Background: an optimization exercise with open tools, aiming at small area, a short achievable clock period and few clock cycles. Do not read the settings as production practice.
In this exercise RTL edits were held to simulation tests only and were not proved equivalent to the original.
Power and IR drop assume default switching activity.

[flow/design.v]
module alu(
    input  [15:0] a,
    input  [15:0] b,            
    input         op_arith,     
    input         op_sub,       
    input         op_and,
    input         op_or,        
    input         op_xor,
    input         op_not,
    input         op_shl,
    input         op_shr,
    output [15:0] result,
    output        zero,
    output        negative,
    output        carry,
    output        overflow
);
wire [15:0] p = a ^ b;
wire [15:0] g = a & b;
wire [15:0] G0 = {g[15:1], g[0] | (p[0] & op_sub)};
wire [15:0] P0 = {p[15:1], 1'b0};
wire [15:0] G1, P1, G2, P2, G3, P3, G4;
genvar i;
generate
    for (i = 0; i < 16; i = i + 1) begin : pfx
        if (i == 1) begin : s1c
            assign G1[i] = g[1] | (p[1] & g[0]) | (p[1] & p[0] & op_sub);
            assign P1[i] = 1'b0;
        end else if (i >= 2) begin : s1
            assign G1[i] = G0[i] | (P0[i] & G0[i-1]);
            assign P1[i] = P0[i] & P0[i-1];
        end else begin : n1
            assign G1[i] = G0[i];
            assign P1[i] = P0[i];
        end
        if (i >= 2) begin : s2
            assign G2[i] = G1[i] | (P1[i] & G1[i-2]);
            assign P2[i] = P1[i] & P1[i-2];
        end else begin : n2
            assign G2[i] = G1[i];
            assign P2[i] = P1[i];
        end
        if (i >= 4) begin : s3
            assign G3[i] = G2[i] | (P2[i] & G2[i-4]);
            assign P3[i] = P2[i] & P2[i-4];
        end else begin : n3
            assign G3[i] = G2[i];
            assign P3[i] = P2[i];
        end
        if (i >= 8) begin : s4
            assign G4[i] = G3[i] | (P3[i] & G3[i-8]);
        end else begin : n4
            assign G4[i] = G3[i];
        end
    end
endgenerate
wire [16:0] c   = {G4, op_sub};
wire [15:0] sum = p ^ c[15:0];
wire [15:0] r_logic = ({16{op_and}} & g)              |
                      ({16{op_or}}  & (a | b))        |
                      ({16{op_xor}} & p)              |
                      ({16{op_not}} & ~a)             |
                      ({16{op_shl}} & {a[14:0], 1'b0}) |
                      ({16{op_shr}} & {1'b0, a[15:1]});
assign result = ({16{op_arith}} & sum) | r_logic;
wire [15:0] cz      = {a[14:0] | b[14:0], op_sub};
wire        z_arith = ~|(p ^ cz);
wire        z_a_lo  = ~|a[14:1];
assign zero = (op_arith & z_arith)                      |
              (op_and   & ~|g)                          |
              (op_or    & z_a_lo & ~a[0] & ~a[15] & ~|b) |
              (op_xor   & ~|p)                          |
              (op_not   & (&a))                         |
              (op_shl   & z_a_lo & ~a[0])               |
              (op_shr   & z_a_lo & ~a[15]);
assign negative = result[15];
assign carry    = (op_arith & c[16]) | (op_shl & a[15]) | (op_shr & a[0]);
assign overflow = op_arith & (a[15] == b[15]) & (sum[15] != a[15]);
endmodule
module register_file(
    input          clk,
    input          rst,
    input          wr_en,
    input  [2:0]   rd_addr,      
    input  [15:0]  rd_data,
    output [111:0] regs,         
    output [7:1]   valid         
);
reg [15:0] r [1:7];
reg [7:1]  valid_r;
genvar k;
generate
    for (k = 1; k <= 7; k = k + 1) begin : g_reg
        always @(posedge clk or posedge rst)
            if (rst)
                valid_r[k] <= 1'b0;
            else if (wr_en && rd_addr == k)
                valid_r[k] <= 1'b1;
        always @(posedge clk)
            if (wr_en && rd_addr == k)
                r[k] <= rd_data;
        assign regs[16*k-1 -: 16] = r[k];
    end
endgenerate
assign valid = valid_r;
endmodule
module solix16_cpu(
    input         clk,           
    input         rst,           
    output [11:0] imem_addr,     
    input  [15:0] imem_data,     
    output [11:0] dmem_addr,     
    output [15:0] dmem_wdata,    
    output        dmem_we,       
    input  [15:0] dmem_rdata,    
    output        halted         
);
localparam OP_MOV = 4'b1000;
localparam OP_JMP = 4'b1001;
localparam OP_JZ  = 4'b1010;
localparam OP_JNZ = 4'b1011;
localparam OP_LD  = 4'b1100;
localparam OP_ST  = 4'b1101;
localparam OP_HLT = 4'b1111;
reg  [15:0] pc;              
reg  [3:0]  flags;           
reg         halt_r;
reg  [15:0] ex_a, ex_b;      
reg         ex_arith, ex_sub, ex_and, ex_or, ex_xor, ex_not, ex_shl, ex_shr, ex_ld;
reg         ex_wr;           
reg  [2:0]  ex_rd;
reg         ex_flagwr;       
reg         ex_st;
wire [15:0] alu_result;
wire        alu_zero, alu_negative, alu_carry, alu_overflow;
alu u_alu (
    .a        (ex_a),
    .b        (ex_b),
    .op_arith (ex_arith),
    .op_sub   (ex_sub),
    .op_and   (ex_and),
    .op_or    (ex_or),
    .op_xor   (ex_xor),
    .op_not   (ex_not),
    .op_shl   (ex_shl),
    .op_shr   (ex_shr),
    .result   (alu_result),
    .zero     (alu_zero),
    .negative (alu_negative),
    .carry    (alu_carry),
    .overflow (alu_overflow)
);
wire [15:0] ex_result = ({16{ex_ld}} & dmem_rdata) | alu_result;
wire [3:0]  flags_new = {alu_overflow, alu_carry, alu_negative, alu_zero};
wire [111:0] regs;
wire [7:1]   valid;
register_file u_regs (
    .clk     (clk),
    .rst     (rst),
    .wr_en   (ex_wr),
    .rd_addr (ex_rd),
    .rd_data (ex_result),
    .regs    (regs),
    .valid   (valid)
);
wire        z_now = ex_flagwr ? alu_zero : flags[0];
always @(posedge clk or posedge rst)
    if (rst)
        flags <= 4'b0;
    else if (ex_flagwr)
        flags <= flags_new;
assign dmem_addr  = ex_a[11:0];
assign dmem_wdata = ex_b;
assign dmem_we    = ex_st;
assign halted     = halt_r;
wire [15:0] instr  = imem_data;
wire [3:0]  opcode = instr[15:12];
wire [3:0]  rd     = instr[11:8];
wire [3:0]  rs     = instr[7:4];
wire [3:0]  rt     = instr[3:0];
wire [7:0]  imm8   = instr[7:0];
wire [11:0] target = instr[11:0];
wire is_alu = (opcode[3] == 1'b0);
wire is_sub = (opcode == 4'b0001);
wire is_mov = (opcode == OP_MOV);
wire is_ld  = (opcode == OP_LD);
wire is_st  = (opcode == OP_ST);
wire is_jmp = (opcode == OP_JMP);
wire is_jz  = (opcode == OP_JZ);
wire is_jnz = (opcode == OP_JNZ);
wire is_hlt = (opcode == OP_HLT);
wire stop = halt_r | is_hlt;
function [15:0] read_reg;
    input [3:0]   addr;
    input [111:0] regs_v;
    input [7:1]   valid_v;
    input [15:0]  pc_v;
    input [3:0]   flags_v;
    input         ex_wr_v;
    input [2:0]   ex_rd_v;
    input         ex_flagwr_v;
    reg   [15:0]  v;
    integer       k;
    begin
        v = 16'h0000;
        for (k = 1; k <= 7; k = k + 1)
            v = v | ({16{valid_v[k] && addr == k}} & regs_v[16*k-1 -: 16]);
        v = v | ({16{addr == 4'd8}} & 16'h0FFF)
              | ({16{addr == 4'd9}} & pc_v)
              | ({16{addr == 4'd10 && !ex_flagwr_v}} & {12'h000, flags_v});
        read_reg = v;
    end
endfunction
wire [15:0] rs_reg = read_reg(rs, regs, valid, pc, flags, ex_wr, ex_rd, ex_flagwr);
wire [15:0] rt_reg = read_reg(rt, regs, valid, pc, flags, ex_wr, ex_rd, ex_flagwr);
wire rs_fwd  = ex_wr && rs == {1'b0, ex_rd};
wire rt_fwd  = ex_wr && rt == {1'b0, ex_rd};
wire rs_fwdf = ex_flagwr && rs == 4'd10;
wire rt_fwdf = ex_flagwr && rt == 4'd10;
wire [15:0] rs_val = rs_fwd ? ex_result : rs_fwdf ? {12'h000, flags_new} : rs_reg;
wire [15:0] rt_val = rt_fwd ? ex_result : rt_fwdf ? {12'h000, flags_new} : rt_reg;
wire [15:0] pc_inc = pc + 16'd1;
wire [15:0] pc_z1 = (is_jmp | is_jz)  ? {4'h0, target} : pc_inc;
wire [15:0] pc_z0 = (is_jmp | is_jnz) ? {4'h0, target} : pc_inc;
always @(posedge clk or posedge rst)
    if (rst) begin
        pc     <= 16'h0000;
        halt_r <= 1'b0;
    end else begin
        pc     <= z_now ? pc_z1 : pc_z0;
        if (stop)
            halt_r <= 1'b1;
    end
always @(posedge clk or posedge rst)
    if (rst) begin
        ex_wr     <= 1'b0;
        ex_flagwr <= 1'b0;
        ex_st     <= 1'b0;
    end else begin
        ex_wr     <= ~stop & (is_alu | is_mov | is_ld) & (rd[3] == 1'b0) & (rd[2:0] != 3'd0);
        ex_flagwr <= ~stop & is_alu;
        ex_st     <= ~stop & is_st;
    end
always @(posedge clk) begin
    ex_rd    <= rd[2:0];
    ex_a     <= is_mov ? 16'h0000 : rs_val;
    ex_b     <= is_mov ? {8'h00, imm8} : is_sub ? ~rt_val : rt_val;
    ex_arith <= is_alu & (opcode[2:1] == 2'b00);
    ex_sub   <= is_sub;
    ex_and   <= is_alu & (opcode[2:0] == 3'b010);
    ex_or    <= (is_alu & (opcode[2:0] == 3'b011)) | is_mov;
    ex_xor   <= is_alu & (opcode[2:0] == 3'b100);
    ex_not   <= is_alu & (opcode[2:0] == 3'b101);
    ex_shl   <= is_alu & (opcode[2:0] == 3'b110);
    ex_shr   <= is_alu & (opcode[2:0] == 3'b111);
    ex_ld    <= is_ld;
end
assign imem_addr = pc[11:0];
endmodule
[flow/flow/run.sh]
#!/bin/bash
# Layout flow: the standard ORFS flow (standard.sh, synthesis unchanged),
# with two changes to the layout steps:
#  - the ports are buffered with sky130_fd_sc_hd__buf_1 (still one buffer on
#    every input and output port) instead of the default delay-buffer cell;
#  - timing repair may resize a cell to any equivalent cell, not only to one
#    of the same footprint.
# The full output of the flow goes to flow_make.log in this folder; ORFS
# keeps each step's own log under orfs/logs/.
set -euo pipefail
export BUFFER_PORTS_ARGS="-buffer_cell sky130_fd_sc_hd__buf_1"
bash standard.sh MATCH_CELL_FOOTPRINT=0 finish > flow_make.log 2>&1
[flow/standard.sh]
#!/bin/bash
# synth_recipe.tcl (not shown) runs the flow's synth.tcl, then flattens the netlist and writes it again
# the make line also repeats each setting of config.mk as NAME=value (left out here)
make -C /OpenROAD-flow-scripts/flow DESIGN_CONFIG=/design/flow/config.mk WORK_HOME=/design/flow/orfs CLKGATE_MAP_FILE= SYNTH_SCRIPT=/design/flow/synth_recipe.tcl "${@:-finish}"
[flow/config.mk]
export PLATFORM = sky130hd
export DESIGN_NAME = solix16_cpu
export DESIGN_NICKNAME = solix16_cpu
export VERILOG_FILES = /design/flow/design.v
export SDC_FILE = /design/flow/constraint.sdc
export NUM_CORES = 4
export LEC_CHECK = 0
export ABC_AREA = 1
export CAP_MARGIN = 20
export CORE_MARGIN = 2
export CORE_UTILIZATION = 40
export SETUP_SLACK_MARGIN = 2.85
export SLEW_MARGIN = 20
[flow/constraint.sdc]
create_clock -name core_clock -period 5.3 [get_ports {clk}]
set_input_delay 1.0600 -clock core_clock [delete_from_list [all_inputs] [get_ports {clk}]]
set_output_delay 1.0600 -clock core_clock [all_outputs]
set_load 0.01 [all_outputs]
==> run notes, run 1 <==
site row count=62; root buf cell=clkbuf_16; ys async rst share=16.58%; WL per Instance=23.25 µm; Critical Path Source Type=input pin; max_slew headroom=33.21%; CTS Buffer Depth=2; Net Sw Power=1.699 mW; Tcrit/Tclk final=46.06%; IO Port Bufs=75; Worst EP required=5620 ps; Synth top area share=29.11%; Fillers=2,847; width of the chip=174.0 µm; RSZ-0062 raised after global routing=true; PnR worst setup slack=2859 ps; #FFs+latches synth=187; Core Util, Final=49.34%; post-route cell area=14,080 µm²; share of layout cells above drive strength 1=19.37%; mean post-synth cell area=7.745 µm²; Leak=5.682 nW; ys flop type=edfxtp_1; Synth area leaders=edfxtp_1, nand2_1, dfxtp_1; Mapped Nets=1,560; H-tree lvl count=4; Die ar.=30,260 µm²; Pre-antenna DRT Iters=6; Synth warnings=3; DRT antenna net count=0; Synth Area in Adders=3.747%; most common cell in the synthesized netlist=nand2_1; Place WS=1644 ps; setup tns final=0 ps; register area share after synthesis=43.44%; min Tclk post-route=2441 ps; Post-synth EDFFs=112; Via Count=11,682; CTS sink cnt=187; Ant. Diodes=0; critical path arrival=2760 ps; gr ovfl total=0; Final Hold Viols=0; fmax=409.7 MHz; Net Sw Frac=37.99%; crit-path max cell delay=260 ps; Synth top cells by count=nand2_1, inv_1, nor2_1, edfxtp_1, nand3_1; type of the worst min-delay path=reg -> reg; placement-stage cell area=11,980 µm²; GPL Wtd Cong=0.9679; skew final=14.96 ps; initial core utilization=40.48%; first-pass GRT wire length=67.45 mm; Chip Height=174.0 µm; area growth from synthesis to layout=21.90%; Comb power frac=29.8%; Critical Path Slowest Stage Cell=clkinvlp_4; TritonCTS buffer count=17; worst path cell trace=buf_4 > inv_4 > nor2_4 > nand2_1 > o21ai_0 > nand4_1 > nand2_2 > clkinvlp_4 > buf_6 > o31ai_1 > a21oi_1; via/cell ratio=5.856; cells after synthesis=1,492; Worst Path Max Fanout=8; hold_buf cts=0; mapped cell area=11,550 µm²; Post-Synth Simple-Gate Area=24.22%; max cap viols=0; post-synthesis compound-gate area fraction=16.40%; Setup violations, final=0; DRT iter0 DRCs=1,997; clock slew at reported path FFs=80 ps; critical path class=in -> reg; main combinational cell family by area after synthesis=simple AND/OR/NAND/NOR gates; CTS tree=done; vias in the first global route=11,046; xor/xnor share of the synthesized area=1.516%; total routed wirelength=46.39 mm; CP Capture Type=flop; status=no timing/DRC/antenna violations; Clock Power Share=28.5%; worst vdd ir=0.0002106 V; Total Routing Usage GR=29.57%; PD cells=317.6 nW/µm²; Pwr Total=4.473 mW; clock latency on the worst-skew pair=460 ps; multiplexer area fraction after synthesis=0%; count of cell types in the netlist=52; initial antenna violation count=0; Detail Placement HPWL=32.82 mm; I/O pins=76; Yosys top cell by area=edfxtp_1; worst slew pin tran=1000 ps; Nets=1,666; largest net degree at the start of global routing=32; cell internal pwr=2.773 mW; sequential group share of total power=41.6%; Remaining DRCs=0; core footprint=28,550 µm²; final max-slew violation count=0
## registers in the layout, indices dropped and copies added (netlist names), 3 cells and up
name and cells:
pc 16, ex_b 16, flags 4, ex_rd 3
u_regs.valid_r 7, ex_a 16, u_regs.r 112
## stage by stage
stage | hold slack [ps] | cells
2_1_floorplan | 461.2 | 1492
3_3_place_gp | 493.5 | 1889
3_5_place_dp | 505.5 | 1889
4_1_cts | 521.6 | 1946
5_1_grt | 541.5 | 1995
6_report | 522.5 | 1995
## what timing repair did
action,CTS,global route
pin swaps,10,31
resized for setup,132,121
gates cloned,1,3
setup buffers,24,46
endpoints found under the setup margin,142,105
## power groups by stage
stage / Combinational, mW / Sequential (mW) / Clock, mW
6_report: 1.33 / 1.86 / 1.28
5_1_grt: 1.45 / 1.87 / 1.33
3_5_place_dp: 1.07 / 1.87 / 0
4_1_cts: 1.19 / 1.85 / 1.28
3_3_place_gp: 1.06 / 1.87 / 0
2_1_floorplan: 0.813 / 1.80 / 0
## layout make-up
class / count / area (µm²) / share of cell area, %
sequential: 187 / 5065 / 35.96
clock inverter: 15 / 150.1 / 1.066
timing repair inverter: 2 / 15.01 / 0.1066
inverter: 210 / 874.6 / 6.209
clock buffer: 17 / 425.4 / 3.020
tap: 384 / 480.5 / 3.411
multi-input combinational: 1022 / 6036 / 42.85
timing repair buffer: 158 / 1039 / 7.373
## layer usage
layer,vias up,GRT usage (%),wire length (µm)
li1,5260,-,-
met1,5449,38.14,18220
met2,786,48.01,21250
met3,187,4.856,4361
met4,0,15.23,2565
met5,-,0,0
## cells in the final DEF (no fill, tap or decap), types with 10 or more instances in the layout
master and instances:
clkbuf_16 17, dfxtp_2 18, buf_4 72, xor2_1 19, ha_4 13, a31oi_1 12, inv_2 16, a21oi_2 10
nor2_4 14, o2111ai_1 11, nand2_1 340, o22ai_1 53, dfrtp_1 31, dfxtp_1 20, nand3_4 10, nand4_1 25
nand2_2 18, o21ai_0 76, a221oi_1 10, nand3_1 79, inv_1 170, edfxtp_1 112, clkinvlp_4 24, nor3_1 16
ha_1 18, a21oi_1 54, buf_1 67, nor2_1 119
## critical path: cells and delay by family
kind / cells / cell delay, ps
and+or+nand+nor: 4 / 700
buffers and inverters: 4 / 710
AOI/OAI and AO/OA: 3 / 280
## kinds of logic (layout without fill, tap and decap cells)
kind of cell	after synthesis	count (layout)
flip-flops	187	187
AND/OR/NAND/NOR	658	660
AO/OA/AOI/OAI	308	308
buffers and inverters	285	402
adder cells (fa/ha/maj)	34	34
XOR/XNOR	20	20
## final timing paths
path	start	endpoint	slack (ps)	cells past startpoint
worst max register to register	ex_b[0]	pc[0]	2920	14
max in group asynchronous	rst	flags[1]	4320	3
worst min register to register	halt_r	ex_flagwr	520	1
worst min-delay path	halt_r	ex_flagwr	520	1
worst max-delay path	imem_data[6]	ex_a[9]	2860	11
min in group asynchronous	rst	pc[4]	660	3
Testbench counts, summed over its fixed seeds: cycles 136,711.
==> run 2: changes to the inputs <==
--- a/flow/design.v
+++ b/flow/design.v
@@ -150,7 +150,7 @@
     .carry    (alu_carry),
     .overflow (alu_overflow)
 );
-wire [15:0] ex_result = ({16{ex_ld}} & dmem_rdata) | alu_result;
+wire [15:0] ex_result = ex_ld ? dmem_rdata : alu_result;
 wire [3:0]  flags_new = {alu_overflow, alu_carry, alu_negative, alu_zero};
 wire [111:0] regs;
 wire [7:1]   valid;
==> flow/flow/run.sh (replaced) <==
#!/bin/bash
# Layout flow: the standard ORFS flow (standard.sh, synthesis unchanged),
# with two changes to the layout steps:
#  - the ports are buffered with sky130_fd_sc_hd__buf_2 (still one buffer on
#    every input and output port) instead of the default delay-buffer cell;
#  - timing repair may resize a cell to any equivalent cell, not only to one
#    of the same footprint.
# The full output of the flow goes to flow_make.log in this folder; ORFS
# keeps each step's own log under orfs/logs/.
set -euo pipefail
export BUFFER_PORTS_ARGS="-buffer_cell sky130_fd_sc_hd__buf_2"
bash standard.sh MATCH_CELL_FOOTPRINT=0 finish > flow_make.log 2>&1
--- a/flow/config.mk
+++ b/flow/config.mk
@@ -9,5 +9,5 @@
 export CAP_MARGIN = 20
 export CORE_MARGIN = 2
 export CORE_UTILIZATION = 40
-export SETUP_SLACK_MARGIN = 2.85
+export SETUP_SLACK_MARGIN = 2.65
 export SLEW_MARGIN = 20
==> run 2 against run 1 <==
Against the previous run: sequential power is essentially flat; synthesized cell count grew 9.8%; cell count grew 4.4%; sequential cell count is the same; power shrank 1.6%; utilization shrank 3.3 points; global-route usage shrank 1.4 points; synthesized area grew 4.6%.
==> run notes, run 2 <==
fmax=373.2 MHz; Biggest register=u_regs.r; Yosys top cell by area=edfxtp_1; setup tns final=0 ps; Setup violations, final=0; Synth top area share=27.84%; IO Port Bufs=75; Via Count=11,637; Ant. Diodes=0; min Tclk post-route=2680 ps; H-tree lvl count=4; Nets=1,748; Clock Power Share=30.1%; Die ar.=31,610 µm²; DRT antenna net count=0; Comb power frac=27.4%; clock latency on the worst-skew pair=440 ps; max_slew headroom=46.42%; Critical Path Slowest Stage Cell=dfxtp_1; Post-Place Cells=2,039; mean post-synth cell area=7.376 µm²; worst vdd ir=0.0001797 V; CP Capture Type=flop; Chip Height=177.8 µm; share of layout cells above drive strength 1=14.29%; root buf cell=clkbuf_16; Mapped Nets=1,706; max FFs per register=112; vias in the first global route=10,920; Total Routing Usage GR=28.17%; CTS tree=done; register area share after synthesis=41.55%; via/cell ratio=5.587; Synth area leaders=edfxtp_1, nand2_1, dfxtp_1; total routed wirelength=44.38 mm; Worst EP required=5630 ps; Tcrit/Tclk final=50.56%; type of the worst min-delay path=reg -> reg; Net Sw Frac=36.01%; core footprint=29,720 µm²; worst slew pin tran=802.7 ps; DRT iter0 DRCs=1,326; CP delay by family, top=buffers and inverters; width of the chip=177.8 µm; commonest non-fill, non-tap cells in the layout=nand2_1, inv_1, nor2_1; max cap viols=0; area growth from synthesis to layout=13.18%; most common cell in the synthesized netlist=nand2_1; Worst Path Max Fanout=22; TritonCTS buffer count=17; WP buf/inv=2; initial core utilization=40.66%; Synth top cells by count=nand2_1, inv_1, nor2_1, edfxtp_1, nand3_1; cells after synthesis=1,638; ys flop type=edfxtp_1; final max-slew violation count=0; worst path cell trace=clkinvlp_4 > o21ai_0 > inv_2 > nand2_1 > nand3_1 > nand3_1 > nand2_1; most common cell after layout, fill and taps aside=nand2_1; initial antenna violation count=0; WL per Instance=21.30 µm; Detail Placement HPWL=33.60 mm; ys async rst share=16.58%; PD cells=322.0 nW/µm²; largest net degree at the start of global routing=32; sequential group share of total power=42.5%; Leak=6.202 nW; CTS Buffer Depth=2; critical path class=reg -> reg; Remaining DRCs=0; Post-synth EDFFs=112; RSZ-0062 raised after global routing=true; Net Sw Power=1.586 mW; count of cell types in the netlist=54; non-filler cells, final=2,083; crit-path max cell delay=710 ps; Pre-antenna DRT Iters=6; #FFs+latches synth=187; Critical Path Source Type=flop; mapped cell area=12,080 µm²; CTS sink cnt=187; Final Hold Viols=0; GPL Wtd Cong=1.030; site row count=63; Synth warnings=3; final hold slack=506.4 ps; skew final=12.19 ps; first-pass GRT wire length=66.15 mm; clock slew at reported path FFs=70 ps; gr ovfl total=0; Pwr Total=4.403 mW; status=no timing/DRC/antenna violations; I/O pins=76; cell internal pwr=2.818 mW; critical path arrival=3010 ps
==> run 2: final cells by class <==
class | count | area [µm²]
timing repair buffer | 98 | 614.3
sequential | 187 | 5045
tap | 390 | 488.0
clock inverter | 15 | 183.9
inverter | 247 | 943.4
fill | 2948 | 16040
multi-input combinational | 1129 | 5974
clock buffer | 17 | 425.4
==> run 2: kinds of logic after synthesis <==
group | count (synthesis) | share of synthesized area (%)
simple gates | 790 | 28.13
buf+inv | 323 | 11.44
compound gates | 288 | 14.14
flops | 187 | 41.55
fa+ha+maj | 34 | 3.583
xor+xnor | 16 | 1.160
==> run 2: power by group through the flow <==
stage	clock (mW)	combinational [mW]	sequential, mW
after global placement	0	1.08	1.89
after floorplan	0	0.822	1.81
final	1.33	1.21	1.87
after CTS	1.34	1.13	1.86
after detailed placement	0	1.08	1.89
after global routing	1.40	1.33	1.88
==> run 2: tightest hold or removal path: cells and delay by family, from the launching register on <==
family,cells,cell delay (ps)
buffers and inverters,1,50
flip-flops,1,360
AO/OA/AOI/OAI,1,60
==> run 2: per-layer routing <==
layer | global-route usage, % | routed length (µm) | vias up | part of all wire (%)
met5 | 0 | 0 | - | 0
met4 | 15.27 | 2679 | 0 | 6.0
met3 | 4.434 | 3584 | 156 | 8.1
met2 | 45.77 | 20160 | 650 | 45
met1 | 35.91 | 17950 | 5362 | 40
li1 | - | - | 5469 | -
==> run 2: through the flow <==
step | setup slack (ps) | util [%] | cell area, µm²
after floorplan | 2845 | - | 12080
after global placement | 1781 | 42.35 | 12580
final | 2620 | 46.01 | 13670
after global routing | 2584 | 46.01 | 13670
after CTS | 2655 | 45.12 | 13410
after detailed placement | 1844 | 42.35 | 12580
==> run 2: worst paths after layout <==
check	end	slack, ps	cells past startpoint	startpoint
max	ex_b[2]	2620	7	ex_ld
min	u_regs.valid_r[7]	510	2	u_regs.valid_r[7]
max reg2reg	ex_b[2]	2620	7	ex_ld
min reg2reg	u_regs.valid_r[7]	510	2	u_regs.valid_r[7]
max in group asynchronous	u_regs.valid_r[2]	4260	3	rst
min in group asynchronous	pc[4]	710	3	rst
==> run 2: repair_timing <==
| action | 4_1_cts | 5_1_grt |
|---|---|---|
| cloned | 0 | 1 |
| endpoints found under the setup margin | 121 | 86 |
| buffers inserted | 4 | 7 |
| pin swaps | 4 | 5 |
| gates resized for setup | 47 | 49 |
| hold buffers | 0 | 0 |
Testbench counts of run 2, summed over its fixed seeds: cycles 136,711.

afterwards: timing with drivers on the ports:
In the flow no input, the clock included, has a driving cell. The finished layouts below were timed again as built, in two steps.
Step 1 sets driving cells, clkbuf_16 on the clock port and buf_2 on the other inputs (assumed; they add their load-dependent delay and slew).
Step 2 also shifts input and output timing later by t, the mid clock arrival at the registers, as if the neighbouring blocks saw the same clock.
a / b / c = ideal / step 1 / step 2; a / b = the first two.
run	t, ns	setup slack, ns	slew at the worst register clock pin (ns)	worst slew at a driven data input, ns	cell pins on the clock port's net
run 1	0.502	2.859 / 2.880 / 2.379	0.08 / 0.08	0.05	1
run 2	0.482	2.620 / 2.620 / 2.190	0.08 / 0.08	0.04	1
After both steps every run listed still meets setup and hold. For run 1, which loses most, drivers alone change the setup slack by +0.021 ns; drivers and shift together by -0.480 ns.
